This is an optimization exercise on Yosys and OpenROAD, whose aim is small area and a short achievable clock period, not a production implementation. RTL that was checked went through simulation tests only; none was proved equivalent to the original. Function not checked in run 1: the RTL went through the layout flow alone. Power is estimated from default activity; no workload was simulated.

==> flow/design.v (outline; a module is shown in full before it is edited, if it fits) <==
// module fused_multiply_add: 798 lines
// module fma_fa: 4 lines
// module fma_ha: 4 lines
// module fma_gc: 3 lines
// module fma_gpc: 4 lines
// module fma_benc1: 5 lines
// module fma_benc: 5 lines
// module fma_bsel: 3 lines
module fused_multiply_add
(
     input                                   clk
   , input                                   rst
   , input                                   cntrl_load
   , input        [31:0]                     cntrl_init
   , input                                   pass
   , input        [15:0]                     m
   , input        [15:0]                     x
   , input        [15:0]                     c
   , output logic                            y_valid_r
   , output logic [31:0]                     y_w
);
  // ...
==> flow/flow/run.sh <==
#!/bin/bash
# The standard layout (standard.sh), with two changes:
#  - synthesis maps logic with ABC's &nf mapper (flow/abc_map.script) in place of
#    ORFS's abc_area.script, which maps XOR-heavy logic to NAND2 trees;
#  - the port buffers are plain buf_2 cells instead of the default choice.
set -u
WORK=$(pwd)
rm -rf "$WORK/scripts"
cp -r "$FLOW_HOME/scripts" "$WORK/scripts"
cp "$WORK/flow/abc_map.script" "$WORK/scripts/abc_area.script"
export SCRIPTS_DIR="$WORK/scripts"
export BUFFER_PORTS_ARGS="-buffer_cell sky130_fd_sc_hd__buf_2"
bash standard.sh > standard.log 2>&1
==> flow/flow/abc_map.script <==
strash
&get -n
&fraig -x
&put
scorr
dc2
dretime
strash
&get -n
&dch -f
&nf {D}
&put
==> flow/standard.sh <==
#!/bin/bash
# synth_recipe.tcl (not shown) runs the flow's synth.tcl, then flattens the netlist and writes it again
# the make line also repeats each setting of config.mk as NAME=value (left out here)
make -C /OpenROAD-flow-scripts/flow DESIGN_CONFIG=/design/flow/config.mk WORK_HOME=/design/flow/orfs CLKGATE_MAP_FILE= SYNTH_SCRIPT=/design/flow/synth_recipe.tcl "${@:-finish}"
==> flow/config.mk <==
export PLATFORM = sky130hd
export DESIGN_NAME = fused_multiply_add
export DESIGN_NICKNAME = fused_multiply_add
export VERILOG_FILES = /design/flow/design.v
export SDC_FILE = /design/flow/constraint.sdc
export NUM_CORES = 4
export LEC_CHECK = 0
export ABC_AREA = 1
export CAP_MARGIN = 20
export CORE_MARGIN = 2
export CORE_UTILIZATION = 40
export CTS_BUF_LIST = sky130_fd_sc_hd__clkbuf_8
export SETUP_SLACK_MARGIN = 3.0
export SLEW_MARGIN = 20
export SYNTH_HIERARCHICAL = 1
export SYNTH_MINIMUM_KEEP_SIZE = 0
==> flow/constraint.sdc <==
create_clock -name core_clock -period 8.0 [get_ports {clk}]
set_input_delay 1.6000 -clock core_clock [delete_from_list [all_inputs] [get_ports {clk}]]
set_output_delay 1.6000 -clock core_clock [all_outputs]
set_load 0.01 [all_outputs]
==> run notes, run 1 <==
The number of flops mapped to enable cells by yosys came out at 32. The startpoint of the worst hold path is yc_r[15]$_SDFFE_PP0P_. In the final layout, the registers with the most flip-flops are yc_r (32), ys_r (32), yt_r (7). The final count of pins violating max slew is 0.

The complex-gate fraction of the synthesized area came out at 13.9%. The number of H-tree levels came out at 3. The number of clock buffer instances in the layout came out at 9. The share of the synthesized netlist area taken by xor and xnor gates came out at 14.9%. The routed design could run at a clock period as short as 4930 ps. The fraction of registers with async set/reset is 0%.

For the clock group, total power comes out at 0.297 mW. The number of synthesized register bits came out at 72. The via count is 7363. The combinational share of power came out at 82.3%. The share of the final layout cell area in sequential cells came out at 14.8%. The boundary pin count came out at 117. The flow ran to the end and the layout has no timing, DRC or antenna violations.

The adder-cell area share of the yosys netlist is 40.8%. For this block, wires on met1 add up to 11400 um. The sequential group share of total power is 12.6%. The classification of the worst setup path is primary input to register. The fraction of final layout cells with drive strength greater than 1 is 16.4%. The critical register-to-register path endpoint is ys_r[28]$_DFFE_PP_. Among all stages on the critical path, the largest delay is contributed by sky130_fd_sc_hd__xor2_1. The instance count along the most critical hold path is 2. The maximum number of pins on one net before global-route repair came out at 38.

Global routing used 31.3% of the available met2 tracks. The worst setup path is launched from a primary input. The largest area contributor in the netlist is sky130_fd_sc_hd__fa_1.

The final total negative setup slack came out at 0 ps. Measured along the y axis, the die boundary spans 166 um. The final-layout non-clock buffer area share is 6.01%. The floorplan step defined a die boundary enclosing 27600 um2.

The number of detailed-routing iterations run before antenna repair is 5. For this run, the leading register cell type out of synthesis is sky130_fd_sc_hd__dfxtp_1.
==> run 2: changes to the inputs <==
--- a/flow/design.v
+++ b/flow/design.v
@@ -8,18 +8,19 @@
    , input        [15:0]                     m
    , input        [15:0]                     x
    , input        [15:0]                     c
    , output logic                            y_valid_r
    , output logic [31:0]                     y_w
 );
   logic [31:0] ys_r, yc_r;
   logic [25:14] yt_r;
-  wire [15:0] cg = c;
-  wire [15:0] xg = x;
+  wire        opnd_en = pass;
+  wire [15:0] cg = {16{opnd_en}} & c;
+  wire [15:0] xg = {16{opnd_en}} & x;
   wire [16:-1] xe = {1'b0, xg, 1'b0};
   wire [15:-1] me = {m, 1'b0};
   wire [1:0] one0_d, two0_d, neg0_d;
   assign one0_d[0] = (me[0] ^ 1'b0);
   assign two0_d[0] = ((me[1] & ~me[0] & ~1'b0) | (~me[1] & me[0] & 1'b0));
   assign neg0_d[0] = me[1];
   assign one0_d[1] = (me[0] ^ 1'b0);
   assign two0_d[1] = ((me[1] & ~me[0] & ~1'b0) | (~me[1] & me[0] & 1'b0));
@@ -193,209 +194,209 @@
   fma_bsel u_b7_10 (.one(one7_d[1]), .two(two7_d[1]), .neg(neg7_d[1]), .xa(xe[10]), .xb(xe[9]), .p(pp7[10]));
   fma_bsel u_b7_11 (.one(one7_d[1]), .two(two7_d[1]), .neg(neg7_d[1]), .xa(xe[11]), .xb(xe[10]), .p(pp7[11]));
   fma_bsel u_b7_12 (.one(one7_d[1]), .two(two7_d[1]), .neg(neg7_d[1]), .xa(xe[12]), .xb(xe[11]), .p(pp7[12]));
   fma_bsel u_b7_13 (.one(one7_d[1]), .two(two7_d[1]), .neg(neg7_d[1]), .xa(xe[13]), .xb(xe[12]), .p(pp7[13]));
   fma_bsel u_b7_14 (.one(one7_d[1]), .two(two7_d[1]), .neg(neg7_d[1]), .xa(xe[14]), .xb(xe[13]), .p(pp7[14]));
   fma_bsel u_b7_15 (.one(one7_d[1]), .two(two7_d[1]), .neg(neg7_d[1]), .xa(xe[15]), .xb(xe[14]), .p(pp7[15]));
   assign pp7[16] = (two7_d[1] & xe[15]) ^ neg7_d[1];
   wire s1, c2;
-  fma_fa u_s1 (.a(ys_r[0]), .b(yc_r[0]), .ci(cg[0]), .s(s1), .co(c2));
-  wire s3 = neg0 ^ s1;
-  wire c4 = neg0 & s1;
+  fma_fa u_s1 (.a(ys_r[0]), .b(yc_r[0]), .ci(neg0), .s(s1), .co(c2));
+  wire s3, c4;
+  fma_fa u_s3 (.a(cg[0]), .b(pp0[0]), .ci(s1), .s(s3), .co(c4));
   wire s5, c6;
   fma_fa u_s5 (.a(ys_r[1]), .b(yc_r[1]), .ci(cg[1]), .s(s5), .co(c6));
   wire s7, c8;
-  fma_fa u_s7 (.a(c2), .b(s5), .ci(c4), .s(s7), .co(c8));
+  fma_fa u_s7 (.a(pp0[1]), .b(c2), .ci(s5), .s(s7), .co(c8));
   wire s9, c10;
-  fma_fa u_s9 (.a(ys_r[2]), .b(yc_r[2]), .ci(cg[2]), .s(s9), .co(c10));
+  fma_fa u_s9 (.a(ys_r[2]), .b(yc_r[2]), .ci(neg1), .s(s9), .co(c10));
   wire s11, c12;
-  fma_fa u_s11 (.a(neg1), .b(c6), .ci(s9), .s(s11), .co(c12));
+  fma_fa u_s11 (.a(cg[2]), .b(pp0[2]), .ci(pp1[0]), .s(s11), .co(c12));
   wire s13, c14;
-  fma_fa u_s13 (.a(pp0[2]), .b(pp1[0]), .ci(s11), .s(s13), .co(c14));
+  fma_fa u_s13 (.a(s9), .b(c6), .ci(s11), .s(s13), .co(c14));
   wire s15, c16;
   fma_fa u_s15 (.a(ys_r[3]), .b(yc_r[3]), .ci(cg[3]), .s(s15), .co(c16));
   wire s17, c18;
-  fma_fa u_s17 (.a(c10), .b(s15), .ci(pp0[3]), .s(s17), .co(c18));
+  fma_fa u_s17 (.a(pp0[3]), .b(pp1[1]), .ci(c10), .s(s17), .co(c18));
   wire s19, c20;
-  fma_fa u_s19 (.a(pp1[1]), .b(c12), .ci(s17), .s(s19), .co(c20));
+  fma_fa u_s19 (.a(s15), .b(c12), .ci(s17), .s(s19), .co(c20));
   wire s21, c22;
-  fma_fa u_s21 (.a(ys_r[4]), .b(yc_r[4]), .ci(cg[4]), .s(s21), .co(c22));
+  fma_fa u_s21 (.a(ys_r[4]), .b(yc_r[4]), .ci(neg2), .s(s21), .co(c22));
   wire s23, c24;
-  fma_fa u_s23 (.a(neg2), .b(c16), .ci(s21), .s(s23), .co(c24));
+  fma_fa u_s23 (.a(cg[4]), .b(pp0[4]), .ci(pp1[2]), .s(s23), .co(c24));
   wire s25, c26;
-  fma_fa u_s25 (.a(pp0[4]), .b(pp1[2]), .ci(pp2[0]), .s(s25), .co(c26));
+  fma_fa u_s25 (.a(pp2[0]), .b(s21), .ci(c16), .s(s25), .co(c26));
   wire s27, c28;
-  fma_fa u_s27 (.a(s23), .b(c18), .ci(s25), .s(s27), .co(c28));
+  fma_fa u_s27 (.a(c18), .b(s23), .ci(s25), .s(s27), .co(c28));
   wire s29, c30;
   fma_fa u_s29 (.a(ys_r[5]), .b(yc_r[5]), .ci(cg[5]), .s(s29), .co(c30));
   wire s31, c32;
-  fma_fa u_s31 (.a(c22), .b(s29), .ci(pp0[5]), .s(s31), .co(c32));
+  fma_fa u_s31 (.a(pp0[5]), .b(pp1[3]), .ci(pp2[1]), .s(s31), .co(c32));
   wire s33, c34;
-  fma_fa u_s33 (.a(pp1[3]), .b(pp2[1]), .ci(c24), .s(s33), .co(c34));
+  fma_fa u_s33 (.a(c22), .b(s29), .ci(c24), .s(s33), .co(c34));
   wire s35, c36;
-  fma_fa u_s35 (.a(c26), .b(s31), .ci(s33), .s(s35), .co(c36));
+  fma_fa u_s35 (.a(s31), .b(c26), .ci(s33), .s(s35), .co(c36));
   wire s37, c38;
-  fma_fa u_s37 (.a(ys_r[6]), .b(yc_r[6]), .ci(cg[6]), .s(s37), .co(c38));
+  fma_fa u_s37 (.a(ys_r[6]), .b(yc_r[6]), .ci(neg3), .s(s37), .co(c38));
   wire s39, c40;
-  fma_fa u_s39 (.a(neg3), .b(c30), .ci(s37), .s(s39), .co(c40));
+  fma_fa u_s39 (.a(cg[6]), .b(pp0[6]), .ci(pp1[4]), .s(s39), .co(c40));
   wire s41, c42;
-  fma_fa u_s41 (.a(pp0[6]), .b(pp1[4]), .ci(pp2[2]), .s(s41), .co(c42));
+  fma_fa u_s41 (.a(pp2[2]), .b(pp3[0]), .ci(s37), .s(s41), .co(c42));
   wire s43, c44;
-  fma_fa u_s43 (.a(pp3[0]), .b(s39), .ci(c32), .s(s43), .co(c44));
+  fma_fa u_s43 (.a(c30), .b(c32), .ci(s39), .s(s43), .co(c44));
   wire s45, c46;
   fma_fa u_s45 (.a(s41), .b(c34), .ci(s43), .s(s45), .co(c46));
   wire s47, c48;
   fma_fa u_s47 (.a(ys_r[7]), .b(yc_r[7]), .ci(cg[7]), .s(s47), .co(c48));
   wire s49, c50;
-  fma_fa u_s49 (.a(c38), .b(s47), .ci(pp0[7]), .s(s49), .co(c50));
+  fma_fa u_s49 (.a(pp0[7]), .b(pp1[5]), .ci(pp2[3]), .s(s49), .co(c50));
   wire s51, c52;
-  fma_fa u_s51 (.a(pp1[5]), .b(pp2[3]), .ci(pp3[1]), .s(s51), .co(c52));
+  fma_fa u_s51 (.a(pp3[1]), .b(c38), .ci(s47), .s(s51), .co(c52));
   wire s53, c54;
-  fma_fa u_s53 (.a(c40), .b(c42), .ci(s49), .s(s53), .co(c54));
+  fma_fa u_s53 (.a(c40), .b(s49), .ci(c42), .s(s53), .co(c54));
   wire s55, c56;
   fma_fa u_s55 (.a(s51), .b(c44), .ci(s53), .s(s55), .co(c56));
   wire s57, c58;
-  fma_fa u_s57 (.a(ys_r[8]), .b(yc_r[8]), .ci(cg[8]), .s(s57), .co(c58));
+  fma_fa u_s57 (.a(ys_r[8]), .b(yc_r[8]), .ci(neg4), .s(s57), .co(c58));
   wire s59, c60;
-  fma_fa u_s59 (.a(neg4), .b(c48), .ci(s57), .s(s59), .co(c60));
+  fma_fa u_s59 (.a(cg[8]), .b(pp0[8]), .ci(pp1[6]), .s(s59), .co(c60));
   wire s61, c62;
-  fma_fa u_s61 (.a(pp0[8]), .b(pp1[6]), .ci(pp2[4]), .s(s61), .co(c62));
+  fma_fa u_s61 (.a(pp2[4]), .b(pp3[2]), .ci(pp4[0]), .s(s61), .co(c62));
   wire s63, c64;
-  fma_fa u_s63 (.a(pp3[2]), .b(pp4[0]), .ci(s59), .s(s63), .co(c64));
+  fma_fa u_s63 (.a(s57), .b(c48), .ci(c50), .s(s63), .co(c64));
   wire s65, c66;
-  fma_fa u_s65 (.a(c50), .b(c52), .ci(s61), .s(s65), .co(c66));
+  fma_fa u_s65 (.a(s59), .b(s61), .ci(c52), .s(s65), .co(c66));
   wire s67, c68;
   fma_fa u_s67 (.a(s63), .b(c54), .ci(s65), .s(s67), .co(c68));
   wire s69, c70;
   fma_fa u_s69 (.a(ys_r[9]), .b(yc_r[9]), .ci(cg[9]), .s(s69), .co(c70));
   wire s71, c72;
-  fma_fa u_s71 (.a(c58), .b(s69), .ci(pp0[9]), .s(s71), .co(c72));
+  fma_fa u_s71 (.a(pp0[9]), .b(pp1[7]), .ci(pp2[5]), .s(s71), .co(c72));
   wire s73, c74;
-  fma_fa u_s73 (.a(pp1[7]), .b(pp2[5]), .ci(pp3[3]), .s(s73), .co(c74));
+  fma_fa u_s73 (.a(pp3[3]), .b(pp4[1]), .ci(c58), .s(s73), .co(c74));
   wire s75, c76;
-  fma_fa u_s75 (.a(pp4[1]), .b(c60), .ci(c62), .s(s75), .co(c76));
+  fma_fa u_s75 (.a(s69), .b(c60), .ci(c62), .s(s75), .co(c76));
   wire s77, c78;
   fma_fa u_s77 (.a(s71), .b(s73), .ci(c64), .s(s77), .co(c78));
   wire s79, c80;
-  fma_fa u_s79 (.a(c66), .b(s75), .ci(s77), .s(s79), .co(c80));
+  fma_fa u_s79 (.a(s75), .b(c66), .ci(s77), .s(s79), .co(c80));
   wire s81, c82;
-  fma_fa u_s81 (.a(ys_r[10]), .b(yc_r[10]), .ci(cg[10]), .s(s81), .co(c82));
+  fma_fa u_s81 (.a(ys_r[10]), .b(yc_r[10]), .ci(neg5), .s(s81), .co(c82));
   wire s83, c84;
-  fma_fa u_s83 (.a(neg5), .b(c70), .ci(s81), .s(s83), .co(c84));
+  fma_fa u_s83 (.a(cg[10]), .b(pp0[10]), .ci(pp1[8]), .s(s83), .co(c84));
   wire s85, c86;
-  fma_fa u_s85 (.a(pp0[10]), .b(pp1[8]), .ci(pp2[6]), .s(s85), .co(c86));
+  fma_fa u_s85 (.a(pp2[6]), .b(pp3[4]), .ci(pp4[2]), .s(s85), .co(c86));
   wire s87, c88;
-  fma_fa u_s87 (.a(pp3[4]), .b(pp4[2]), .ci(pp5[0]), .s(s87), .co(c88));
+  fma_fa u_s87 (.a(pp5[0]), .b(s81), .ci(c70), .s(s87), .co(c88));
   wire s89, c90;
-  fma_fa u_s89 (.a(s83), .b(c72), .ci(c74), .s(s89), .co(c90));
+  fma_fa u_s89 (.a(c72), .b(c74), .ci(s83), .s(s89), .co(c90));
   wire s91, c92;
   fma_fa u_s91 (.a(s85), .b(s87), .ci(c76), .s(s91), .co(c92));
   wire s93, c94;
   fma_fa u_s93 (.a(s89), .b(c78), .ci(s91), .s(s93), .co(c94));
   wire s95, c96;
   fma_fa u_s95 (.a(ys_r[11]), .b(yc_r[11]), .ci(cg[11]), .s(s95), .co(c96));
   wire s97, c98;
-  fma_fa u_s97 (.a(c82), .b(s95), .ci(pp0[11]), .s(s97), .co(c98));
+  fma_fa u_s97 (.a(pp0[11]), .b(pp1[9]), .ci(pp2[7]), .s(s97), .co(c98));
   wire s99, c100;
-  fma_fa u_s99 (.a(pp1[9]), .b(pp2[7]), .ci(pp3[5]), .s(s99), .co(c100));
+  fma_fa u_s99 (.a(pp3[5]), .b(pp4[3]), .ci(pp5[1]), .s(s99), .co(c100));
   wire s101, c102;
-  fma_fa u_s101 (.a(pp4[3]), .b(pp5[1]), .ci(c84), .s(s101), .co(c102));
+  fma_fa u_s101 (.a(c82), .b(s95), .ci(c84), .s(s101), .co(c102));
   wire s103, c104;
-  fma_fa u_s103 (.a(c86), .b(c88), .ci(s97), .s(s103), .co(c104));
+  fma_fa u_s103 (.a(c86), .b(s97), .ci(s99), .s(s103), .co(c104));
   wire s105, c106;
-  fma_fa u_s105 (.a(s99), .b(s101), .ci(c90), .s(s105), .co(c106));
+  fma_fa u_s105 (.a(c88), .b(c90), .ci(s101), .s(s105), .co(c106));
   wire s107, c108;
   fma_fa u_s107 (.a(s103), .b(c92), .ci(s105), .s(s107), .co(c108));
   wire s109, c110;
-  fma_fa u_s109 (.a(ys_r[12]), .b(yc_r[12]), .ci(cg[12]), .s(s109), .co(c110));
+  fma_fa u_s109 (.a(ys_r[12]), .b(yc_r[12]), .ci(neg6), .s(s109), .co(c110));
   wire s111, c112;
-  fma_fa u_s111 (.a(neg6), .b(c96), .ci(s109), .s(s111), .co(c112));
+  fma_fa u_s111 (.a(cg[12]), .b(pp0[12]), .ci(pp1[10]), .s(s111), .co(c112));
   wire s113, c114;
-  fma_fa u_s113 (.a(pp0[12]), .b(pp1[10]), .ci(pp2[8]), .s(s113), .co(c114));
+  fma_fa u_s113 (.a(pp2[8]), .b(pp3[6]), .ci(pp4[4]), .s(s113), .co(c114));
   wire s115, c116;
-  fma_fa u_s115 (.a(pp3[6]), .b(pp4[4]), .ci(pp5[2]), .s(s115), .co(c116));
+  fma_fa u_s115 (.a(pp5[2]), .b(pp6[0]), .ci(s109), .s(s115), .co(c116));
   wire s117, c118;
-  fma_fa u_s117 (.a(pp6[0]), .b(s111), .ci(c98), .s(s117), .co(c118));
+  fma_fa u_s117 (.a(c96), .b(c98), .ci(c100), .s(s117), .co(c118));
   wire s119, c120;
-  fma_fa u_s119 (.a(c100), .b(s113), .ci(s115), .s(s119), .co(c120));
+  fma_fa u_s119 (.a(s111), .b(s113), .ci(s115), .s(s119), .co(c120));
   wire s121, c122;
   fma_fa u_s121 (.a(c102), .b(c104), .ci(s117), .s(s121), .co(c122));
   wire s123, c124;
   fma_fa u_s123 (.a(s119), .b(c106), .ci(s121), .s(s123), .co(c124));
   wire s125, c126;
   fma_fa u_s125 (.a(ys_r[13]), .b(yc_r[13]), .ci(cg[13]), .s(s125), .co(c126));
   wire s127, c128;
-  fma_fa u_s127 (.a(c110), .b(s125), .ci(pp0[13]), .s(s127), .co(c128));
+  fma_fa u_s127 (.a(pp0[13]), .b(pp1[11]), .ci(pp2[9]), .s(s127), .co(c128));
   wire s129, c130;
-  fma_fa u_s129 (.a(pp1[11]), .b(pp2[9]), .ci(pp3[7]), .s(s129), .co(c130));
+  fma_fa u_s129 (.a(pp3[7]), .b(pp4[5]), .ci(pp5[3]), .s(s129), .co(c130));
   wire s131, c132;
-  fma_fa u_s131 (.a(pp4[5]), .b(pp5[3]), .ci(pp6[1]), .s(s131), .co(c132));
+  fma_fa u_s131 (.a(pp6[1]), .b(c110), .ci(s125), .s(s131), .co(c132));
   wire s133, c134;
-  fma_fa u_s133 (.a(c112), .b(c114), .ci(c116), .s(s133), .co(c134));
+  fma_fa u_s133 (.a(c112), .b(c114), .ci(s127), .s(s133), .co(c134));
   wire s135, c136;
-  fma_fa u_s135 (.a(s127), .b(s129), .ci(s131), .s(s135), .co(c136));
+  fma_fa u_s135 (.a(s129), .b(c116), .ci(s131), .s(s135), .co(c136));
   wire s137, c138;
-  fma_fa u_s137 (.a(c118), .b(c120), .ci(s133), .s(s137), .co(c138));
+  fma_fa u_s137 (.a(c118), .b(s133), .ci(c120), .s(s137), .co(c138));
   wire s139, c140;
   fma_fa u_s139 (.a(s135), .b(c122), .ci(s137), .s(s139), .co(c140));
   wire s141, c142;
   fma_fa u_s141 (.a(ys_r[14]), .b(yc_r[14]), .ci(yt_r[14]), .s(s141), .co(c142));
   wire s143, c144;
-  fma_fa u_s143 (.a(s141), .b(cg[14]), .ci(neg7), .s(s143), .co(c144));
+  fma_fa u_s143 (.a(s141), .b(neg7), .ci(cg[14]), .s(s143), .co(c144));
   wire s145, c146;
-  fma_fa u_s145 (.a(c126), .b(pp0[14]), .ci(pp1[12]), .s(s145), .co(c146));
+  fma_fa u_s145 (.a(pp0[14]), .b(pp1[12]), .ci(pp2[10]), .s(s145), .co(c146));
   wire s147, c148;
-  fma_fa u_s147 (.a(pp2[10]), .b(pp3[8]), .ci(pp4[6]), .s(s147), .co(c148));
+  fma_fa u_s147 (.a(pp3[8]), .b(pp4[6]), .ci(pp5[4]), .s(s147), .co(c148));
   wire s149, c150;
-  fma_fa u_s149 (.a(pp5[4]), .b(pp6[2]), .ci(pp7[0]), .s(s149), .co(c150));
+  fma_fa u_s149 (.a(pp6[2]), .b(pp7[0]), .ci(c126), .s(s149), .co(c150));
   wire s151, c152;
   fma_fa u_s151 (.a(s143), .b(c128), .ci(c130), .s(s151), .co(c152));
   wire s153, c154;
-  fma_fa u_s153 (.a(c132), .b(s145), .ci(s147), .s(s153), .co(c154));
+  fma_fa u_s153 (.a(s145), .b(s147), .ci(c132), .s(s153), .co(c154));
   wire s155, c156;
-  fma_fa u_s155 (.a(s149), .b(c134), .ci(c136), .s(s155), .co(c156));
+  fma_fa u_s155 (.a(s149), .b(c134), .ci(s151), .s(s155), .co(c156));
   wire s157, c158;
-  fma_fa u_s157 (.a(s151), .b(s153), .ci(c138), .s(s157), .co(c158));
+  fma_fa u_s157 (.a(c136), .b(s153), .ci(s155), .s(s157), .co(c158));
   wire s159, c160;
   fma_fa u_s159 (.a(ys_r[15]), .b(yc_r[15]), .ci(yt_r[15]), .s(s159), .co(c160));
   wire s161, c162;
   fma_fa u_s161 (.a(c142), .b(s159), .ci(cg[15]), .s(s161), .co(c162));
   wire s163, c164;
-  fma_fa u_s163 (.a(s161), .b(pp0[15]), .ci(pp1[13]), .s(s163), .co(c164));
+  fma_fa u_s163 (.a(pp0[15]), .b(pp1[13]), .ci(pp2[11]), .s(s163), .co(c164));
   wire s165, c166;
-  fma_fa u_s165 (.a(pp2[11]), .b(pp3[9]), .ci(pp4[7]), .s(s165), .co(c166));
+  fma_fa u_s165 (.a(pp3[9]), .b(pp4[7]), .ci(pp5[5]), .s(s165), .co(c166));
   wire s167, c168;
-  fma_fa u_s167 (.a(pp5[5]), .b(pp6[3]), .ci(pp7[1]), .s(s167), .co(c168));
+  fma_fa u_s167 (.a(pp6[3]), .b(pp7[1]), .ci(c144), .s(s167), .co(c168));
   wire s169, c170;
-  fma_fa u_s169 (.a(c144), .b(c146), .ci(c148), .s(s169), .co(c170));
+  fma_fa u_s169 (.a(s161), .b(c146), .ci(c148), .s(s169), .co(c170));
   wire s171, c172;
-  fma_fa u_s171 (.a(c150), .b(s163), .ci(s165), .s(s171), .co(c172));
+  fma_fa u_s171 (.a(s163), .b(s165), .ci(c150), .s(s171), .co(c172));
   wire s173, c174;
-  fma_fa u_s173 (.a(s167), .b(c152), .ci(c154), .s(s173), .co(c174));
+  fma_fa u_s173 (.a(s167), .b(c152), .ci(s169), .s(s173), .co(c174));
   wire s175, c176;
-  fma_fa u_s175 (.a(s169), .b(s171), .ci(c156), .s(s175), .co(c176));
+  fma_fa u_s175 (.a(c154), .b(s171), .ci(c156), .s(s175), .co(c176));
   wire s177, c178;
   fma_fa u_s177 (.a(ys_r[16]), .b(yc_r[16]), .ci(yt_r[16]), .s(s177), .co(c178));
   wire s179, c180;
-  fma_fa u_s179 (.a(c160), .b(s177), .ci(c162), .s(s179), .co(c180));
+  fma_fa u_s179 (.a(c160), .b(s177), .ci(pp0[16]), .s(s179), .co(c180));
   wire s181, c182;
-  fma_fa u_s181 (.a(pp0[16]), .b(pp1[14]), .ci(pp2[12]), .s(s181), .co(c182));
+  fma_fa u_s181 (.a(pp1[14]), .b(pp2[12]), .ci(pp3[10]), .s(s181), .co(c182));
   wire s183, c184;
-  fma_fa u_s183 (.a(pp3[10]), .b(pp4[8]), .ci(pp5[6]), .s(s183), .co(c184));
+  fma_fa u_s183 (.a(pp4[8]), .b(pp5[6]), .ci(pp6[4]), .s(s183), .co(c184));
   wire s185, c186;
-  fma_fa u_s185 (.a(pp6[4]), .b(pp7[2]), .ci(s179), .s(s185), .co(c186));
+  fma_fa u_s185 (.a(pp7[2]), .b(c162), .ci(c164), .s(s185), .co(c186));
   wire s187, c188;
-  fma_fa u_s187 (.a(c164), .b(c166), .ci(c168), .s(s187), .co(c188));
+  fma_fa u_s187 (.a(c166), .b(s179), .ci(s181), .s(s187), .co(c188));
   wire s189, c190;
-  fma_fa u_s189 (.a(s181), .b(s183), .ci(s185), .s(s189), .co(c190));
+  fma_fa u_s189 (.a(s183), .b(c168), .ci(c170), .s(s189), .co(c190));
   wire s191, c192;
-  fma_fa u_s191 (.a(c170), .b(c172), .ci(s187), .s(s191), .co(c192));
-  wire s193, c194;
-  fma_fa u_s193 (.a(s189), .b(c174), .ci(s191), .s(s193), .co(c194));
+  fma_fa u_s191 (.a(s185), .b(s187), .ci(c172), .s(s191), .co(c192));
+  wire s193 = c174 ^ s189;
+  wire c194 = c174 & s189;
   wire s195 = 1'b1 ^ ys_r[17] ^ yc_r[17];
   wire c196 = (1'b1 & ys_r[17]) | (1'b1 & yc_r[17]) | (ys_r[17] & yc_r[17]);
   wire s197, c198;
   fma_fa u_s197 (.a(yt_r[17]), .b(c178), .ci(s195), .s(s197), .co(c198));
   wire s199, c200;
   fma_fa u_s199 (.a(s197), .b(~neg0), .ci(pp1[15]), .s(s199), .co(c200));
   wire s201, c202;
   fma_fa u_s201 (.a(pp2[13]), .b(pp3[11]), .ci(pp4[9]), .s(s201), .co(c202));
@@ -403,17 +404,17 @@
   fma_fa u_s203 (.a(pp5[7]), .b(pp6[5]), .ci(pp7[3]), .s(s203), .co(c204));
   wire s205, c206;
   fma_fa u_s205 (.a(c180), .b(c182), .ci(c184), .s(s205), .co(c206));
   wire s207, c208;
   fma_fa u_s207 (.a(s199), .b(s201), .ci(s203), .s(s207), .co(c208));
   wire s209, c210;
   fma_fa u_s209 (.a(c186), .b(c188), .ci(s205), .s(s209), .co(c210));
   wire s211, c212;
-  fma_fa u_s211 (.a(s207), .b(c190), .ci(c192), .s(s211), .co(c212));
+  fma_fa u_s211 (.a(s207), .b(c190), .ci(s209), .s(s211), .co(c212));
   wire s213 = 1'b1 ^ ys_r[18] ^ yc_r[18];
   wire c214 = (1'b1 & ys_r[18]) | (1'b1 & yc_r[18]) | (ys_r[18] & yc_r[18]);
   wire s215, c216;
   fma_fa u_s215 (.a(yt_r[18]), .b(c196), .ci(s213), .s(s215), .co(c216));
   wire s217, c218;
   fma_fa u_s217 (.a(c198), .b(s215), .ci(pp1[16]), .s(s217), .co(c218));
   wire s219, c220;
   fma_fa u_s219 (.a(pp2[14]), .b(pp3[12]), .ci(pp4[10]), .s(s219), .co(c220));
@@ -558,19 +559,19 @@
   wire s359, c360;
   fma_fa u_s359 (.a(s357), .b(c352), .ci(pp7[16]), .s(s359), .co(c360));
   wire s361 = c354 ^ s359;
   wire c362 = c354 & s359;
   wire s363, c364;
   fma_fa u_s363 (.a(ys_r[31]), .b(yc_r[31]), .ci(c358), .s(s363), .co(c364));
   wire s365, c366;
   fma_fa u_s365 (.a(s363), .b(~neg7), .ci(c360), .s(s365), .co(c366));
-  wire [25:14] r2 = {s323, 1'b0, s301, 1'b0, s275, 1'b0, s245, 1'b0, s211, 1'b0, s175, s157};
-  wire [31:0] r0 = {c362, c356, c350, c342, c334, c324, s321, c302, c288, c276, s273, c246, s243, c212, s209, c176, s173, s155, c124, c108, c94, c80, c68, c56, c46, c36, c28, c20, c14, c8, pp0[1], pp0[0]};
-  wire [31:0] r1 = {s365, s361, s355, s349, s341, s333, c314, s313, c290, s289, c262, s261, c230, s229, c194, s193, c158, c140, s139, s123, s107, s93, s79, s67, s55, s45, s35, s27, s19, s13, s7, s3};
+  wire [25:14] r2 = {s323, 1'b0, s301, 1'b0, s275, 1'b0, s245, 1'b0, s211, s193, s175, s157};
+  wire [31:0] r0 = {c362, c356, c350, c342, c334, c324, s321, c302, c288, c276, s273, c246, s243, c212, c192, s191, s173, c138, c124, c108, c94, c80, c68, c56, c46, c36, c28, c20, c14, c8, c4, s3};
+  wire [31:0] r1 = {s365, s361, s355, s349, s341, s333, c314, s313, c290, s289, c262, s261, c230, s229, c194, c176, c158, c140, s139, s123, s107, s93, s79, s67, s55, s45, s35, s27, s19, s13, s7, 1'b0};
   always_ff @(posedge clk)
     if (rst) y_valid_r <= 1'b0;
     else     y_valid_r <= pass;
   wire o14_0s, o14_0c;
   fma_fa u_ofo14_0 (.a(ys_r[14]), .b(yc_r[14]), .ci(yt_r[14]), .s(o14_0s), .co(o14_0c));
   wire o15_1s, o15_1c;
   fma_fa u_ofo15_1 (.a(ys_r[15]), .b(yc_r[15]), .ci(yt_r[15]), .s(o15_1s), .co(o15_1c));
   wire o16_1s, o16_1c;
@@ -601,17 +602,18 @@
   fma_ha u_oh28 (.a(ys_r[28]), .b(yc_r[28]), .s(os28_1), .co(oc28_1));
   wire os29_1, oc29_1;
   fma_ha u_oh29 (.a(ys_r[29]), .b(yc_r[29]), .s(os29_1), .co(oc29_1));
   wire os30_1, oc30_1;
   fma_ha u_oh30 (.a(ys_r[30]), .b(yc_r[30]), .s(os30_1), .co(oc30_1));
   wire o31_0s, o31_0c;
   fma_fa u_ofo31_0 (.a(ys_r[31]), .b(yc_r[31]), .ci(oc30_1), .s(o31_0s), .co(o31_0c));
   wire [31:0] ya_g, ya_p, ya;
-  fma_ha u_ya_h0 (.a(ys_r[0]), .b(yc_r[0]), .s(ya_p[0]), .co(ya_g[0]));
+  assign ya_p[0] = ys_r[0];
+  assign ya_g[0] = 1'b0;
   fma_ha u_ya_h1 (.a(ys_r[1]), .b(yc_r[1]), .s(ya_p[1]), .co(ya_g[1]));
   fma_ha u_ya_h2 (.a(ys_r[2]), .b(yc_r[2]), .s(ya_p[2]), .co(ya_g[2]));
   fma_ha u_ya_h3 (.a(ys_r[3]), .b(yc_r[3]), .s(ya_p[3]), .co(ya_g[3]));
   fma_ha u_ya_h4 (.a(ys_r[4]), .b(yc_r[4]), .s(ya_p[4]), .co(ya_g[4]));
   fma_ha u_ya_h5 (.a(ys_r[5]), .b(yc_r[5]), .s(ya_p[5]), .co(ya_g[5]));
   fma_ha u_ya_h6 (.a(ys_r[6]), .b(yc_r[6]), .s(ya_p[6]), .co(ya_g[6]));
   fma_ha u_ya_h7 (.a(ys_r[7]), .b(yc_r[7]), .s(ya_p[7]), .co(ya_g[7]));
   fma_ha u_ya_h8 (.a(ys_r[8]), .b(yc_r[8]), .s(ya_p[8]), .co(ya_g[8]));
@@ -635,18 +637,16 @@
   fma_ha u_ya_h25 (.a(o24_1c), .b(o25_1s), .s(ya_p[25]), .co(ya_g[25]));
   fma_ha u_ya_h26 (.a(o25_1c), .b(os26_1), .s(ya_p[26]), .co(ya_g[26]));
   fma_ha u_ya_h27 (.a(oc26_1), .b(os27_1), .s(ya_p[27]), .co(ya_g[27]));
   fma_ha u_ya_h28 (.a(oc27_1), .b(os28_1), .s(ya_p[28]), .co(ya_g[28]));
   fma_ha u_ya_h29 (.a(oc28_1), .b(os29_1), .s(ya_p[29]), .co(ya_g[29]));
   fma_ha u_ya_h30 (.a(oc29_1), .b(os30_1), .s(ya_p[30]), .co(ya_g[30]));
   assign ya_p[31] = o31_0s;
   assign ya_g[31] = 1'b0;
-  wire ya_G1;
-  fma_gc u_ya_n1 (.gh(ya_g[1]), .ph(ya_p[1]), .gl(ya_g[0]), .g(ya_G1));
   wire ya_G2, ya_P2;
   fma_gpc u_ya_n2 (.gh(ya_g[3]), .ph(ya_p[3]), .gl(ya_g[2]), .pl(ya_p[2]), .g(ya_G2), .p(ya_P2));
   wire ya_G3, ya_P3;
   fma_gpc u_ya_n3 (.gh(ya_g[5]), .ph(ya_p[5]), .gl(ya_g[4]), .pl(ya_p[4]), .g(ya_G3), .p(ya_P3));
   wire ya_G4, ya_P4;
   fma_gpc u_ya_n4 (.gh(ya_g[7]), .ph(ya_p[7]), .gl(ya_g[6]), .pl(ya_p[6]), .g(ya_G4), .p(ya_P4));
   wire ya_G5, ya_P5;
   fma_gpc u_ya_n5 (.gh(ya_g[9]), .ph(ya_p[9]), .gl(ya_g[8]), .pl(ya_p[8]), .g(ya_G5), .p(ya_P5));
@@ -667,134 +667,181 @@
   fma_gpc u_ya_n13 (.gh(ya_g[25]), .ph(ya_p[25]), .gl(ya_g[24]), .pl(ya_p[24]), .g(ya_G13), .p(ya_P13));
   wire ya_G14, ya_P14;
   fma_gpc u_ya_n14 (.gh(ya_g[27]), .ph(ya_p[27]), .gl(ya_g[26]), .pl(ya_p[26]), .g(ya_G14), .p(ya_P14));
   wire ya_G15, ya_P15;
   fma_gpc u_ya_n15 (.gh(ya_g[29]), .ph(ya_p[29]), .gl(ya_g[28]), .pl(ya_p[28]), .g(ya_G15), .p(ya_P15));
   wire ya_P16 = ya_p[31] & ya_p[30];
   wire ya_G16 = ya_p[31] & ya_g[30];
   wire ya_G17;
-  fma_gc u_ya_n17 (.gh(ya_G2), .ph(ya_P2), .gl(ya_G1), .g(ya_G17));
-  wire ya_G18, ya_P18;
-  fma_gpc u_ya_n18 (.gh(ya_G4), .ph(ya_P4), .gl(ya_G3), .pl(ya_P3), .g(ya_G18), .p(ya_P18));
+  fma_gc u_ya_n17 (.gh(ya_g[2]), .ph(ya_p[2]), .gl(ya_g[1]), .g(ya_G17));
+  wire ya_G18;
+  fma_gc u_ya_n18 (.gh(ya_G2), .ph(ya_P2), .gl(ya_g[1]), .g(ya_G18));
   wire ya_G19, ya_P19;
-  fma_gpc u_ya_n19 (.gh(ya_G6), .ph(ya_P6), .gl(ya_G5), .pl(ya_P5), .g(ya_G19), .p(ya_P19));
+  fma_gpc u_ya_n19 (.gh(ya_g[6]), .ph(ya_p[6]), .gl(ya_G3), .pl(ya_P3), .g(ya_G19), .p(ya_P19));
   wire ya_G20, ya_P20;
-  fma_gpc u_ya_n20 (.gh(ya_g[15]), .ph(ya_P8), .gl(ya_G7), .pl(ya_P7), .g(ya_G20), .p(ya_P20));
+  fma_gpc u_ya_n20 (.gh(ya_G4), .ph(ya_P4), .gl(ya_G3), .pl(ya_P3), .g(ya_G20), .p(ya_P20));
   wire ya_G21, ya_P21;
-  fma_gpc u_ya_n21 (.gh(ya_G10), .ph(ya_P10), .gl(ya_G9), .pl(ya_P9), .g(ya_G21), .p(ya_P21));
+  fma_gpc u_ya_n21 (.gh(ya_g[10]), .ph(ya_p[10]), .gl(ya_G5), .pl(ya_P5), .g(ya_G21), .p(ya_P21));
   wire ya_G22, ya_P22;
-  fma_gpc u_ya_n22 (.gh(ya_G12), .ph(ya_P12), .gl(ya_G11), .pl(ya_P11), .g(ya_G22), .p(ya_P22));
-  wire ya_G23, ya_P23;
-  fma_gpc u_ya_n23 (.gh(ya_G14), .ph(ya_P14), .gl(ya_G13), .pl(ya_P13), .g(ya_G23), .p(ya_P23));
+  fma_gpc u_ya_n22 (.gh(ya_G6), .ph(ya_P6), .gl(ya_G5), .pl(ya_P5), .g(ya_G22), .p(ya_P22));
+  wire ya_P23 = ya_p[14] & ya_P7;
+  wire ya_G23 = ya_p[14] & ya_G7;
   wire ya_G24, ya_P24;
-  fma_gpc u_ya_n24 (.gh(ya_G16), .ph(ya_P16), .gl(ya_G15), .pl(ya_P15), .g(ya_G24), .p(ya_P24));
-  wire ya_G25;
-  fma_gc u_ya_n25 (.gh(ya_G18), .ph(ya_P18), .gl(ya_G17), .g(ya_G25));
+  fma_gpc u_ya_n24 (.gh(ya_g[15]), .ph(ya_P8), .gl(ya_G7), .pl(ya_P7), .g(ya_G24), .p(ya_P24));
+  wire ya_G25, ya_P25;
+  fma_gpc u_ya_n25 (.gh(ya_g[18]), .ph(ya_p[18]), .gl(ya_G9), .pl(ya_P9), .g(ya_G25), .p(ya_P25));
   wire ya_G26, ya_P26;
-  fma_gpc u_ya_n26 (.gh(ya_G20), .ph(ya_P20), .gl(ya_G19), .pl(ya_P19), .g(ya_G26), .p(ya_P26));
+  fma_gpc u_ya_n26 (.gh(ya_G10), .ph(ya_P10), .gl(ya_G9), .pl(ya_P9), .g(ya_G26), .p(ya_P26));
   wire ya_G27, ya_P27;
-  fma_gpc u_ya_n27 (.gh(ya_G22), .ph(ya_P22), .gl(ya_G21), .pl(ya_P21), .g(ya_G27), .p(ya_P27));
+  fma_gpc u_ya_n27 (.gh(ya_g[22]), .ph(ya_p[22]), .gl(ya_G11), .pl(ya_P11), .g(ya_G27), .p(ya_P27));
   wire ya_G28, ya_P28;
-  fma_gpc u_ya_n28 (.gh(ya_G24), .ph(ya_P24), .gl(ya_G23), .pl(ya_P23), .g(ya_G28), .p(ya_P28));
-  wire ya_G29;
-  fma_gc u_ya_n29 (.gh(ya_G26), .ph(ya_P26), .gl(ya_G25), .g(ya_G29));
+  fma_gpc u_ya_n28 (.gh(ya_G12), .ph(ya_P12), .gl(ya_G11), .pl(ya_P11), .g(ya_G28), .p(ya_P28));
+  wire ya_G29, ya_P29;
+  fma_gpc u_ya_n29 (.gh(ya_g[26]), .ph(ya_p[26]), .gl(ya_G13), .pl(ya_P13), .g(ya_G29), .p(ya_P29));
   wire ya_G30, ya_P30;
-  fma_gpc u_ya_n30 (.gh(ya_G28), .ph(ya_P28), .gl(ya_G27), .pl(ya_P27), .g(ya_G30), .p(ya_P30));
-  wire ya_G31;
-  fma_gc u_ya_n31 (.gh(ya_G30), .ph(ya_P30), .gl(ya_G29), .g(ya_G31));
-  wire ya_G32;
-  fma_gc u_ya_n32 (.gh(ya_G27), .ph(ya_P27), .gl(ya_G29), .g(ya_G32));
+  fma_gpc u_ya_n30 (.gh(ya_G14), .ph(ya_P14), .gl(ya_G13), .pl(ya_P13), .g(ya_G30), .p(ya_P30));
+  wire ya_G31, ya_P31;
+  fma_gpc u_ya_n31 (.gh(ya_g[30]), .ph(ya_p[30]), .gl(ya_G15), .pl(ya_P15), .g(ya_G31), .p(ya_P31));
+  wire ya_G32, ya_P32;
+  fma_gpc u_ya_n32 (.gh(ya_G16), .ph(ya_P16), .gl(ya_G15), .pl(ya_P15), .g(ya_G32), .p(ya_P32));
   wire ya_G33;
-  fma_gc u_ya_n33 (.gh(ya_G19), .ph(ya_P19), .gl(ya_G25), .g(ya_G33));
+  fma_gc u_ya_n33 (.gh(ya_g[4]), .ph(ya_p[4]), .gl(ya_G18), .g(ya_G33));
   wire ya_G34;
-  fma_gc u_ya_n34 (.gh(ya_G21), .ph(ya_P21), .gl(ya_G29), .g(ya_G34));
+  fma_gc u_ya_n34 (.gh(ya_G3), .ph(ya_P3), .gl(ya_G18), .g(ya_G34));
   wire ya_G35;
-  fma_gc u_ya_n35 (.gh(ya_G23), .ph(ya_P23), .gl(ya_G32), .g(ya_G35));
+  fma_gc u_ya_n35 (.gh(ya_G19), .ph(ya_P19), .gl(ya_G18), .g(ya_G35));
   wire ya_G36;
-  fma_gc u_ya_n36 (.gh(ya_G3), .ph(ya_P3), .gl(ya_G17), .g(ya_G36));
-  wire ya_G37;
-  fma_gc u_ya_n37 (.gh(ya_G5), .ph(ya_P5), .gl(ya_G25), .g(ya_G37));
-  wire ya_G38;
-  fma_gc u_ya_n38 (.gh(ya_G7), .ph(ya_P7), .gl(ya_G33), .g(ya_G38));
-  wire ya_G39;
-  fma_gc u_ya_n39 (.gh(ya_G9), .ph(ya_P9), .gl(ya_G29), .g(ya_G39));
-  wire ya_G40;
-  fma_gc u_ya_n40 (.gh(ya_G11), .ph(ya_P11), .gl(ya_G34), .g(ya_G40));
-  wire ya_G41;
-  fma_gc u_ya_n41 (.gh(ya_G13), .ph(ya_P13), .gl(ya_G32), .g(ya_G41));
-  wire ya_G42;
-  fma_gc u_ya_n42 (.gh(ya_G15), .ph(ya_P15), .gl(ya_G35), .g(ya_G42));
-  wire ya_G43;
-  fma_gc u_ya_n43 (.gh(ya_g[2]), .ph(ya_p[2]), .gl(ya_G1), .g(ya_G43));
-  wire ya_G44;
-  fma_gc u_ya_n44 (.gh(ya_g[4]), .ph(ya_p[4]), .gl(ya_G17), .g(ya_G44));
-  wire ya_G45;
-  fma_gc u_ya_n45 (.gh(ya_g[6]), .ph(ya_p[6]), .gl(ya_G36), .g(ya_G45));
-  wire ya_G46;
-  fma_gc u_ya_n46 (.gh(ya_g[8]), .ph(ya_p[8]), .gl(ya_G25), .g(ya_G46));
-  wire ya_G47;
-  fma_gc u_ya_n47 (.gh(ya_g[10]), .ph(ya_p[10]), .gl(ya_G37), .g(ya_G47));
-  wire ya_G48;
-  fma_gc u_ya_n48 (.gh(ya_g[12]), .ph(ya_p[12]), .gl(ya_G33), .g(ya_G48));
-  wire ya_G49 = ya_p[14] & ya_G38;
+  fma_gc u_ya_n36 (.gh(ya_G20), .ph(ya_P20), .gl(ya_G18), .g(ya_G36));
+  wire ya_G37, ya_P37;
+  fma_gpc u_ya_n37 (.gh(ya_g[12]), .ph(ya_p[12]), .gl(ya_G22), .pl(ya_P22), .g(ya_G37), .p(ya_P37));
+  wire ya_G38, ya_P38;
+  fma_gpc u_ya_n38 (.gh(ya_G7), .ph(ya_P7), .gl(ya_G22), .pl(ya_P22), .g(ya_G38), .p(ya_P38));
+  wire ya_G39, ya_P39;
+  fma_gpc u_ya_n39 (.gh(ya_G23), .ph(ya_P23), .gl(ya_G22), .pl(ya_P22), .g(ya_G39), .p(ya_P39));
+  wire ya_G40, ya_P40;
+  fma_gpc u_ya_n40 (.gh(ya_G24), .ph(ya_P24), .gl(ya_G22), .pl(ya_P22), .g(ya_G40), .p(ya_P40));
+  wire ya_G41, ya_P41;
+  fma_gpc u_ya_n41 (.gh(ya_g[20]), .ph(ya_p[20]), .gl(ya_G26), .pl(ya_P26), .g(ya_G41), .p(ya_P41));
+  wire ya_G42, ya_P42;
+  fma_gpc u_ya_n42 (.gh(ya_G11), .ph(ya_P11), .gl(ya_G26), .pl(ya_P26), .g(ya_G42), .p(ya_P42));
+  wire ya_G43, ya_P43;
+  fma_gpc u_ya_n43 (.gh(ya_G27), .ph(ya_P27), .gl(ya_G26), .pl(ya_P26), .g(ya_G43), .p(ya_P43));
+  wire ya_G44, ya_P44;
+  fma_gpc u_ya_n44 (.gh(ya_G28), .ph(ya_P28), .gl(ya_G26), .pl(ya_P26), .g(ya_G44), .p(ya_P44));
+  wire ya_G45, ya_P45;
+  fma_gpc u_ya_n45 (.gh(ya_g[28]), .ph(ya_p[28]), .gl(ya_G30), .pl(ya_P30), .g(ya_G45), .p(ya_P45));
+  wire ya_G46, ya_P46;
+  fma_gpc u_ya_n46 (.gh(ya_G15), .ph(ya_P15), .gl(ya_G30), .pl(ya_P30), .g(ya_G46), .p(ya_P46));
+  wire ya_G47, ya_P47;
+  fma_gpc u_ya_n47 (.gh(ya_G31), .ph(ya_P31), .gl(ya_G30), .pl(ya_P30), .g(ya_G47), .p(ya_P47));
+  wire ya_G48, ya_P48;
+  fma_gpc u_ya_n48 (.gh(ya_G32), .ph(ya_P32), .gl(ya_G30), .pl(ya_P30), .g(ya_G48), .p(ya_P48));
+  wire ya_G49;
+  fma_gc u_ya_n49 (.gh(ya_g[8]), .ph(ya_p[8]), .gl(ya_G36), .g(ya_G49));
   wire ya_G50;
-  fma_gc u_ya_n50 (.gh(ya_g[16]), .ph(ya_p[16]), .gl(ya_G29), .g(ya_G50));
+  fma_gc u_ya_n50 (.gh(ya_G5), .ph(ya_P5), .gl(ya_G36), .g(ya_G50));
   wire ya_G51;
-  fma_gc u_ya_n51 (.gh(ya_g[18]), .ph(ya_p[18]), .gl(ya_G39), .g(ya_G51));
+  fma_gc u_ya_n51 (.gh(ya_G21), .ph(ya_P21), .gl(ya_G36), .g(ya_G51));
   wire ya_G52;
-  fma_gc u_ya_n52 (.gh(ya_g[20]), .ph(ya_p[20]), .gl(ya_G34), .g(ya_G52));
+  fma_gc u_ya_n52 (.gh(ya_G22), .ph(ya_P22), .gl(ya_G36), .g(ya_G52));
   wire ya_G53;
-  fma_gc u_ya_n53 (.gh(ya_g[22]), .ph(ya_p[22]), .gl(ya_G40), .g(ya_G53));
+  fma_gc u_ya_n53 (.gh(ya_G37), .ph(ya_P37), .gl(ya_G36), .g(ya_G53));
   wire ya_G54;
-  fma_gc u_ya_n54 (.gh(ya_g[24]), .ph(ya_p[24]), .gl(ya_G32), .g(ya_G54));
+  fma_gc u_ya_n54 (.gh(ya_G38), .ph(ya_P38), .gl(ya_G36), .g(ya_G54));
   wire ya_G55;
-  fma_gc u_ya_n55 (.gh(ya_g[26]), .ph(ya_p[26]), .gl(ya_G41), .g(ya_G55));
+  fma_gc u_ya_n55 (.gh(ya_G39), .ph(ya_P39), .gl(ya_G36), .g(ya_G55));
   wire ya_G56;
-  fma_gc u_ya_n56 (.gh(ya_g[28]), .ph(ya_p[28]), .gl(ya_G35), .g(ya_G56));
-  wire ya_G57;
-  fma_gc u_ya_n57 (.gh(ya_g[30]), .ph(ya_p[30]), .gl(ya_G42), .g(ya_G57));
+  fma_gc u_ya_n56 (.gh(ya_G40), .ph(ya_P40), .gl(ya_G36), .g(ya_G56));
+  wire ya_G57, ya_P57;
+  fma_gpc u_ya_n57 (.gh(ya_g[24]), .ph(ya_p[24]), .gl(ya_G44), .pl(ya_P44), .g(ya_G57), .p(ya_P57));
+  wire ya_G58, ya_P58;
+  fma_gpc u_ya_n58 (.gh(ya_G13), .ph(ya_P13), .gl(ya_G44), .pl(ya_P44), .g(ya_G58), .p(ya_P58));
+  wire ya_G59, ya_P59;
+  fma_gpc u_ya_n59 (.gh(ya_G29), .ph(ya_P29), .gl(ya_G44), .pl(ya_P44), .g(ya_G59), .p(ya_P59));
+  wire ya_G60, ya_P60;
+  fma_gpc u_ya_n60 (.gh(ya_G30), .ph(ya_P30), .gl(ya_G44), .pl(ya_P44), .g(ya_G60), .p(ya_P60));
+  wire ya_G61, ya_P61;
+  fma_gpc u_ya_n61 (.gh(ya_G45), .ph(ya_P45), .gl(ya_G44), .pl(ya_P44), .g(ya_G61), .p(ya_P61));
+  wire ya_G62, ya_P62;
+  fma_gpc u_ya_n62 (.gh(ya_G46), .ph(ya_P46), .gl(ya_G44), .pl(ya_P44), .g(ya_G62), .p(ya_P62));
+  wire ya_G63, ya_P63;
+  fma_gpc u_ya_n63 (.gh(ya_G47), .ph(ya_P47), .gl(ya_G44), .pl(ya_P44), .g(ya_G63), .p(ya_P63));
+  wire ya_G64, ya_P64;
+  fma_gpc u_ya_n64 (.gh(ya_G48), .ph(ya_P48), .gl(ya_G44), .pl(ya_P44), .g(ya_G64), .p(ya_P64));
+  wire ya_G65;
+  fma_gc u_ya_n65 (.gh(ya_g[16]), .ph(ya_p[16]), .gl(ya_G56), .g(ya_G65));
+  wire ya_G66;
+  fma_gc u_ya_n66 (.gh(ya_G9), .ph(ya_P9), .gl(ya_G56), .g(ya_G66));
+  wire ya_G67;
+  fma_gc u_ya_n67 (.gh(ya_G25), .ph(ya_P25), .gl(ya_G56), .g(ya_G67));
+  wire ya_G68;
+  fma_gc u_ya_n68 (.gh(ya_G26), .ph(ya_P26), .gl(ya_G56), .g(ya_G68));
+  wire ya_G69;
+  fma_gc u_ya_n69 (.gh(ya_G41), .ph(ya_P41), .gl(ya_G56), .g(ya_G69));
+  wire ya_G70;
+  fma_gc u_ya_n70 (.gh(ya_G42), .ph(ya_P42), .gl(ya_G56), .g(ya_G70));
+  wire ya_G71;
+  fma_gc u_ya_n71 (.gh(ya_G43), .ph(ya_P43), .gl(ya_G56), .g(ya_G71));
+  wire ya_G72;
+  fma_gc u_ya_n72 (.gh(ya_G44), .ph(ya_P44), .gl(ya_G56), .g(ya_G72));
+  wire ya_G73;
+  fma_gc u_ya_n73 (.gh(ya_G57), .ph(ya_P57), .gl(ya_G56), .g(ya_G73));
+  wire ya_G74;
+  fma_gc u_ya_n74 (.gh(ya_G58), .ph(ya_P58), .gl(ya_G56), .g(ya_G74));
+  wire ya_G75;
+  fma_gc u_ya_n75 (.gh(ya_G59), .ph(ya_P59), .gl(ya_G56), .g(ya_G75));
+  wire ya_G76;
+  fma_gc u_ya_n76 (.gh(ya_G60), .ph(ya_P60), .gl(ya_G56), .g(ya_G76));
+  wire ya_G77;
+  fma_gc u_ya_n77 (.gh(ya_G61), .ph(ya_P61), .gl(ya_G56), .g(ya_G77));
+  wire ya_G78;
+  fma_gc u_ya_n78 (.gh(ya_G62), .ph(ya_P62), .gl(ya_G56), .g(ya_G78));
+  wire ya_G79;
+  fma_gc u_ya_n79 (.gh(ya_G63), .ph(ya_P63), .gl(ya_G56), .g(ya_G79));
+  wire ya_G80;
+  fma_gc u_ya_n80 (.gh(ya_G64), .ph(ya_P64), .gl(ya_G56), .g(ya_G80));
   assign ya[0] = ya_p[0];
-  assign ya[1] = ya_p[1] ^ ya_g[0];
-  assign ya[2] = ya_p[2] ^ ya_G1;
-  assign ya[3] = ya_p[3] ^ ya_G43;
-  assign ya[4] = ya_p[4] ^ ya_G17;
-  assign ya[5] = ya_p[5] ^ ya_G44;
-  assign ya[6] = ya_p[6] ^ ya_G36;
-  assign ya[7] = ya_p[7] ^ ya_G45;
-  assign ya[8] = ya_p[8] ^ ya_G25;
-  assign ya[9] = ya_p[9] ^ ya_G46;
-  assign ya[10] = ya_p[10] ^ ya_G37;
-  assign ya[11] = ya_p[11] ^ ya_G47;
-  assign ya[12] = ya_p[12] ^ ya_G33;
-  assign ya[13] = ya_p[13] ^ ya_G48;
-  assign ya[14] = ya_p[14] ^ ya_G38;
-  assign ya[15] = ya_p[15] ^ ya_G49;
-  assign ya[16] = ya_p[16] ^ ya_G29;
-  assign ya[17] = ya_p[17] ^ ya_G50;
-  assign ya[18] = ya_p[18] ^ ya_G39;
-  assign ya[19] = ya_p[19] ^ ya_G51;
-  assign ya[20] = ya_p[20] ^ ya_G34;
-  assign ya[21] = ya_p[21] ^ ya_G52;
-  assign ya[22] = ya_p[22] ^ ya_G40;
-  assign ya[23] = ya_p[23] ^ ya_G53;
-  assign ya[24] = ya_p[24] ^ ya_G32;
-  assign ya[25] = ya_p[25] ^ ya_G54;
-  assign ya[26] = ya_p[26] ^ ya_G41;
-  assign ya[27] = ya_p[27] ^ ya_G55;
-  assign ya[28] = ya_p[28] ^ ya_G35;
-  assign ya[29] = ya_p[29] ^ ya_G56;
-  assign ya[30] = ya_p[30] ^ ya_G42;
-  assign ya[31] = ya_p[31] ^ ya_G57;
+  assign ya[1] = ya_p[1];
+  assign ya[2] = ya_p[2] ^ ya_g[1];
+  assign ya[3] = ya_p[3] ^ ya_G17;
+  assign ya[4] = ya_p[4] ^ ya_G18;
+  assign ya[5] = ya_p[5] ^ ya_G33;
+  assign ya[6] = ya_p[6] ^ ya_G34;
+  assign ya[7] = ya_p[7] ^ ya_G35;
+  assign ya[8] = ya_p[8] ^ ya_G36;
+  assign ya[9] = ya_p[9] ^ ya_G49;
+  assign ya[10] = ya_p[10] ^ ya_G50;
+  assign ya[11] = ya_p[11] ^ ya_G51;
+  assign ya[12] = ya_p[12] ^ ya_G52;
+  assign ya[13] = ya_p[13] ^ ya_G53;
+  assign ya[14] = ya_p[14] ^ ya_G54;
+  assign ya[15] = ya_p[15] ^ ya_G55;
+  assign ya[16] = ya_p[16] ^ ya_G56;
+  assign ya[17] = ya_p[17] ^ ya_G65;
+  assign ya[18] = ya_p[18] ^ ya_G66;
+  assign ya[19] = ya_p[19] ^ ya_G67;
+  assign ya[20] = ya_p[20] ^ ya_G68;
+  assign ya[21] = ya_p[21] ^ ya_G69;
+  assign ya[22] = ya_p[22] ^ ya_G70;
+  assign ya[23] = ya_p[23] ^ ya_G71;
+  assign ya[24] = ya_p[24] ^ ya_G72;
+  assign ya[25] = ya_p[25] ^ ya_G73;
+  assign ya[26] = ya_p[26] ^ ya_G74;
+  assign ya[27] = ya_p[27] ^ ya_G75;
+  assign ya[28] = ya_p[28] ^ ya_G76;
+  assign ya[29] = ya_p[29] ^ ya_G77;
+  assign ya[30] = ya_p[30] ^ ya_G78;
+  assign ya[31] = ya_p[31] ^ ya_G79;
   always_ff @(posedge clk)
     if (cntrl_load) begin
       ys_r <= cntrl_init;
       yc_r <= '0;
       yt_r <= '0;
-    end else if (pass) begin
+    end else begin
       ys_r <= r0;
       yc_r <= r1;
       yt_r <= r2;
     end
   assign y_w = ya;
 endmodule
 module fma_fa (input a, input b, input ci, output s, output co);
   assign s  = a ^ b ^ ci;
--- a/flow/config.mk
+++ b/flow/config.mk
@@ -5,12 +5,12 @@
 export SDC_FILE = /design/flow/constraint.sdc
 export NUM_CORES = 4
 export LEC_CHECK = 0
 export ABC_AREA = 1
 export CAP_MARGIN = 20
 export CORE_MARGIN = 2
 export CORE_UTILIZATION = 40
 export CTS_BUF_LIST = sky130_fd_sc_hd__clkbuf_8
-export SETUP_SLACK_MARGIN = 3.0
+export SETUP_SLACK_MARGIN = 3.3
 export SLEW_MARGIN = 20
 export SYNTH_HIERARCHICAL = 1
 export SYNTH_MINIMUM_KEEP_SIZE = 0
==> run 2 against run 1 <==
  * Clock-buffer cell count grew 1
  * Critical path depth grew 1
  * Area after synthesis shrank 0.98%
  * Non-clock buffer count shrank 12
  * Sequential power shrank 3%
  * Sequential share of layout area shrank 2.6 points
  * Cell area shrank 0.84%
  * Clock skew shrank 0.63 ps
  * Via count grew 1.3%
  * Utilization shrank 0.13 points
  * Highest routed layer is now met5
==> run notes, run 2 <==
Run status: timing/DRC/antenna clean (unchanged). The total DRC errors in the routed layout is 0 (unchanged). The total core area came out at 25800 um2 (was 25900 um2).

Commonest cells after routing, fill and taps aside: sky130_fd_sc_hd__fa_1 (184), sky130_fd_sc_hd__xnor2_1 (135), sky130_fd_sc_hd__a22oi_1 (120) (was sky130_fd_sc_hd__fa_1 (183), sky130_fd_sc_hd__xnor2_1 (135), sky130_fd_sc_hd__a22oi_1 (120)). The class of the most critical hold timing path is register to register (unchanged). The number of H-tree levels is 3 (unchanged). The die boundary height came out at 165 um (was 166 um).

The complex-gate fraction of the synthesized area was 15.6% (was 13.9%). The fraction of registers with async set/reset was 0% (unchanged). The most common cell in the netlist was sky130_fd_sc_hd__fa_1 (unchanged). The fraction of the mapped netlist area in simple logic gates came out at 8.36% (was 3.90%). The final count of pins violating max slew came to 0 (unchanged). More flip-flops sit in one register than any other, and that register is ys_r. The cell with the most instances on the worst path is sky130_fd_sc_hd__fa_1 (unchanged). The delay contributed by the slowest stage of the critical path came out at 530 ps (was 620 ps).

The die extent in x came out at 165 um (was 166 um). The combinational family with the most area after synthesis is adder cells (unchanged). The placement-stage worst setup slack came out at 2110 ps (was 2050 ps).

The area occupied by multi-input gates is 8930 um2 (was 8640 um2). Largest registers: ys_r (32), yc_r (31), yt_r (8) (was yc_r (32), ys_r (32), yt_r (7)). The overflow left after global routing is 0 (unchanged). The core occupancy in the finished layout came out at 45.7% (was 45.8%). The worst voltage drop across the vdd grid came to 0.350 mV (was 0.306 mV). The CTS root buffer is sky130_fd_sc_hd__clkbuf_8 (unchanged). The commonest non-fill, non-tap cell in the layout is sky130_fd_sc_hd__fa_1 (unchanged). The cell row count came out at 59 (unchanged).

The share of the synthesized netlist area taken by xor and xnor gates came out at 15.1% (was 14.9%). The first-pass GRT wire length is 42500 um (was 42200 um). The count of cell types in the netlist came out at 17 (was 20). The critical-path maximum fanout is 29 (unchanged). The final routed wire length divided by cell count is 18.2 um (was 18.4 um).

Unrepaired setup endpoints after global routing: yes (unchanged). The post-detailed-route via-to-cell ratio is 5.31 (was 5.34). The number of DRC markers after the initial detailed-route iteration came out at 484 (was 524).

The transition time at the pin with the least slew margin is 891 ps (was 704 ps). The final period demand of the worst path came out at 4620 ps (was 4930 ps). The HPWL reported at the end of detailed placement came out at 20100 um (was 19900 um).

The gate family responsible for the most delay along the worst path is adder cells (unchanged). The number of synthesized register bits came out at 72 (unchanged). The post-synthesis mux area share came out at 3.47% (was 7.15%).

The routability congestion estimate came out at 0.848 (was 0.820). The insertion delay to the later sink of the worst-skew pair came out at 370 ps (about the same). The final setup violation count came out at 0 (unchanged).

The remaining max-slew budget at the tightest pin is 40.6% (was 52.9%). The final clock skew is 11.9 ps (was 12.6 ps). The peak clock frequency supported by timing is 216 MHz (was 203 MHz). The overall routed net length came out at 25600 um (was 25300 um). The sort of element at the start of the critical path is a primary input (unchanged). The hold violation total from the final report came out at 0 (unchanged). The flip-flop count of the largest register, all copies and words added is 32. The top-area cell type share of the netlist area came out at 35.4% (was 35.1%).

The global-route total usage across every layer is 20.0% (was 19.2%). The number of detailed-routing iterations run before antenna repair is 6 (was 5). The static leakage came out at 5.02 nW (was 5.09 nW).

CP Cell Sequence: buf_4 -> a21oi_1 -> nor2_2 -> a22oi_1 -> xnor2_1 -> fa_1 -> fa_1 -> fa_1 -> fa_1 -> mux2_1 (was buf_4 -> xor2_1 -> a22oi_1 -> xnor2_1 -> fa_1 -> fa_1 -> fa_1 -> fa_1 -> mux2_1). Synth top area cells: sky130_fd_sc_hd__fa_1 (35%), sky130_fd_sc_hd__dfxtp_1 (14%), sky130_fd_sc_hd__xnor2_1 (11%) (was sky130_fd_sc_hd__fa_1 (35%), sky130_fd_sc_hd__xnor2_1 (11%), sky130_fd_sc_hd__edfxtp_1 (9.2%)). The required time of the worst setup path came out at 8260 ps (was 8120 ps). The number of buffers created by CTS came out at 9 (unchanged). The number of antenna violations at the first check in global routing came out at 4 (was 0). The fraction of final layout cells with drive strength greater than 1 is 16.5% (was 16.4%). The final total negative setup slack came to 0 ps (unchanged).

The boundary pin count came out at 117 (unchanged). The via count of the first global-routing pass is 7948 (was 7646). The clock sink count is 72 (unchanged).

The cell at the slowest stage of the critical path is sky130_fd_sc_hd__fa_1 (was sky130_fd_sc_hd__xor2_1). The area taken by flip-flops and latches is 1440 um2 (was 1760 um2). The worst setup margin came out at 3380 ps (was 3070 ps). The kind of end point of the critical path is a register (unchanged). The area added between synthesis and finish was 13.2% (was 13.1%). The mean instance size in the synthesized netlist came out at 11.1 um2 (was 11.6 um2). The CTS clock-pin slew for the worst setup and hold paths is 90 ps (was 80 ps). The floorplan die area came out at 27300 um2 (was 27600 um2). The top flip-flop cell by instance count after synthesis is sky130_fd_sc_hd__dfxtp_1 (unchanged).

The power density normalized to cell area is 516 nW/um2 (was 495 nW/um2). The count of port buffers added during placement was 116 (unchanged). The total of hold buffers inserted after clock tree synthesis came to 0 (unchanged).

The reported max-cap violation count is 0 (unchanged). The share of the clock period used by the worst path after layout came to 57.8% (was 61.6%). The starting density of the core is 40.4% (was 40.5%).

The number of buffers and inverters on the critical path came to 1 (unchanged). The count of filler cells inserted in the layout came to 2430 (was 2425). The area of the mapped netlist was 10400 um2 (was 10500 um2). The adder-cell area share of the yosys netlist is 41.0% (was 40.8%). The via count is 7457 (was 7363). The CTS tree is done (unchanged). The number of nets with antenna violations after routing is 0 (unchanged). The synthesis warning total came to 7 (unchanged). The largest area contributor in the netlist was sky130_fd_sc_hd__fa_1 (unchanged). The maximum clock path buffer count was 2 (unchanged). The net count of the finished layout is 1377 (was 1355).

The number of standard cells after synthesis is 940 (was 903). The classification of the worst setup path is primary input to register (unchanged). Leading cell types by count after synthesis: sky130_fd_sc_hd__fa_1 (184), sky130_fd_sc_hd__xnor2_1 (135), sky130_fd_sc_hd__a22oi_1 (120) (unchanged).

The fraction of the yosys area taken by sequential cells came to 13.9% (was 16.8%). The maximum number of pins on one net before global-route repair came out at 72 (was 38). The data arrival at the endpoint of the critical path came out at 4880 ps (was 5050 ps). The number of flops mapped to enable cells by yosys was 0 (was 32).
-- run 2: changes by cell type after synthesis, sizes merged, moves of 2 or more --
cell	delta
a21o	+22
and2	+56
dfxtp	+32
edfxtp	-32
ha	-2
mux2i	-39
nand2	-15
nand3	+15
nor2	-39
nor2b	+39
-- run 2: what timing repair did --
item,CTS,global route
gates cloned,0,1
resized for setup,64,35
endpoints found under the hold margin,0,0
pin swaps,1,1
endpoints found under the setup margin,66,39
setup buffers,2,0
-- run 2: area by class of cell --
cell class | count | area share [%]
multi-input cells | 820 | 75.9
flip-flops and latches | 72 | 12.2
repair buffers | 119 | 5.54
well taps | 335 | 3.56
inverters | 41 | 1.34
clock buffers | 10 | 1.17
clock inverters | 6 | 0.244
diodes | 2 | 0.0425
-- run 2: cells by family after synthesis --
group	Yosys count
adders and majority gates	230
AOI/OAI and AO/OA	221
xor gates and xnor gates	179
other	1
DFF	72
and+or+nand+nor	148
buffers and inverters	57
muxes	32
-- run 2: path summary, 6_finish.rpt --
kind                      start          endpoint  slack [ps]  cells after the start
max                        m[9]  ys_r[18]$_DFF_P_        3380                     10
min          yc_r[1]$_SDFF_PP0_   ys_r[2]$_DFF_P_         850                      3
max reg2reg    ys_r[23]$_DFF_P_  ys_r[28]$_DFF_P_        4170                      8
min reg2reg  yc_r[1]$_SDFF_PP0_   ys_r[2]$_DFF_P_         850                      3
-- run 2: where the power goes --
part / total, mW / leakage, nW / internal [mW] / switching [mW]
Clock: 0.265 / 0.0959 / 0.117 / 0.149
Sequential: 0.720 / 0.603 / 0.573 / 0.147
Combinational: 5.09 / 4.32 / 2.55 / 2.53
Total: 6.07 / 5.02 / 3.24 / 2.83
-- run 2: layer usage --
layer	wire length, um	global-route usage (%)	vias to the layer above
li1	-	-	3432
met1	11200	27.0	3724
met2	12200	33.1	255
met3	1690	3.77	42
met4	500	5.18	4
met5	27	0	-
-- run 2: worst register-to-register path, delay by kind of cell, from the launching register on --
kind,cells,cell delay [ps]
fa+ha+maj,7,3070
flops,1,350
mux,1,300
-- run 2: metrics by stage --
step           power [mW]  cells  cell area [um2]  hold WS, ps
3_5_place_dp         5.87   1384            11300          840
3_3_place_gp         5.78   1384            11300          813
2_1_floorplan        4.44    948            10400          786
5_1_grt              7.02   1404            11800          905
4_1_cts              6.20   1402            11600          856
6_report             6.07   1405            11800          849
-- run 2: modules after synthesis, one instance, submodules excluded --
module | times used | area (um2) | flops+latches | cells inside
fused_multiply_add | 1 | 3070 | 72 | 297
fma_benc1 | 14 | 32.5 | 0 | 5
fma_fa | 184 | 20.0 | 0 | 1
fma_bsel | 120 | 16.3 | 0 | 2
fma_gpc | 43 | 13.8 | 0 | 2
fma_ha | 34 | 12.5 | 0 | 1
fma_gc | 29 | 7.51 | 0 | 1

Setup slack of run 2, layout unchanged: 3.380 ns with ideal ports, 3.389 ns with driving cells assumed (clock clkbuf_16, inputs buf_2), 2.980 ns with port delays also shifted by the 0.409 ns mid clock arrival.
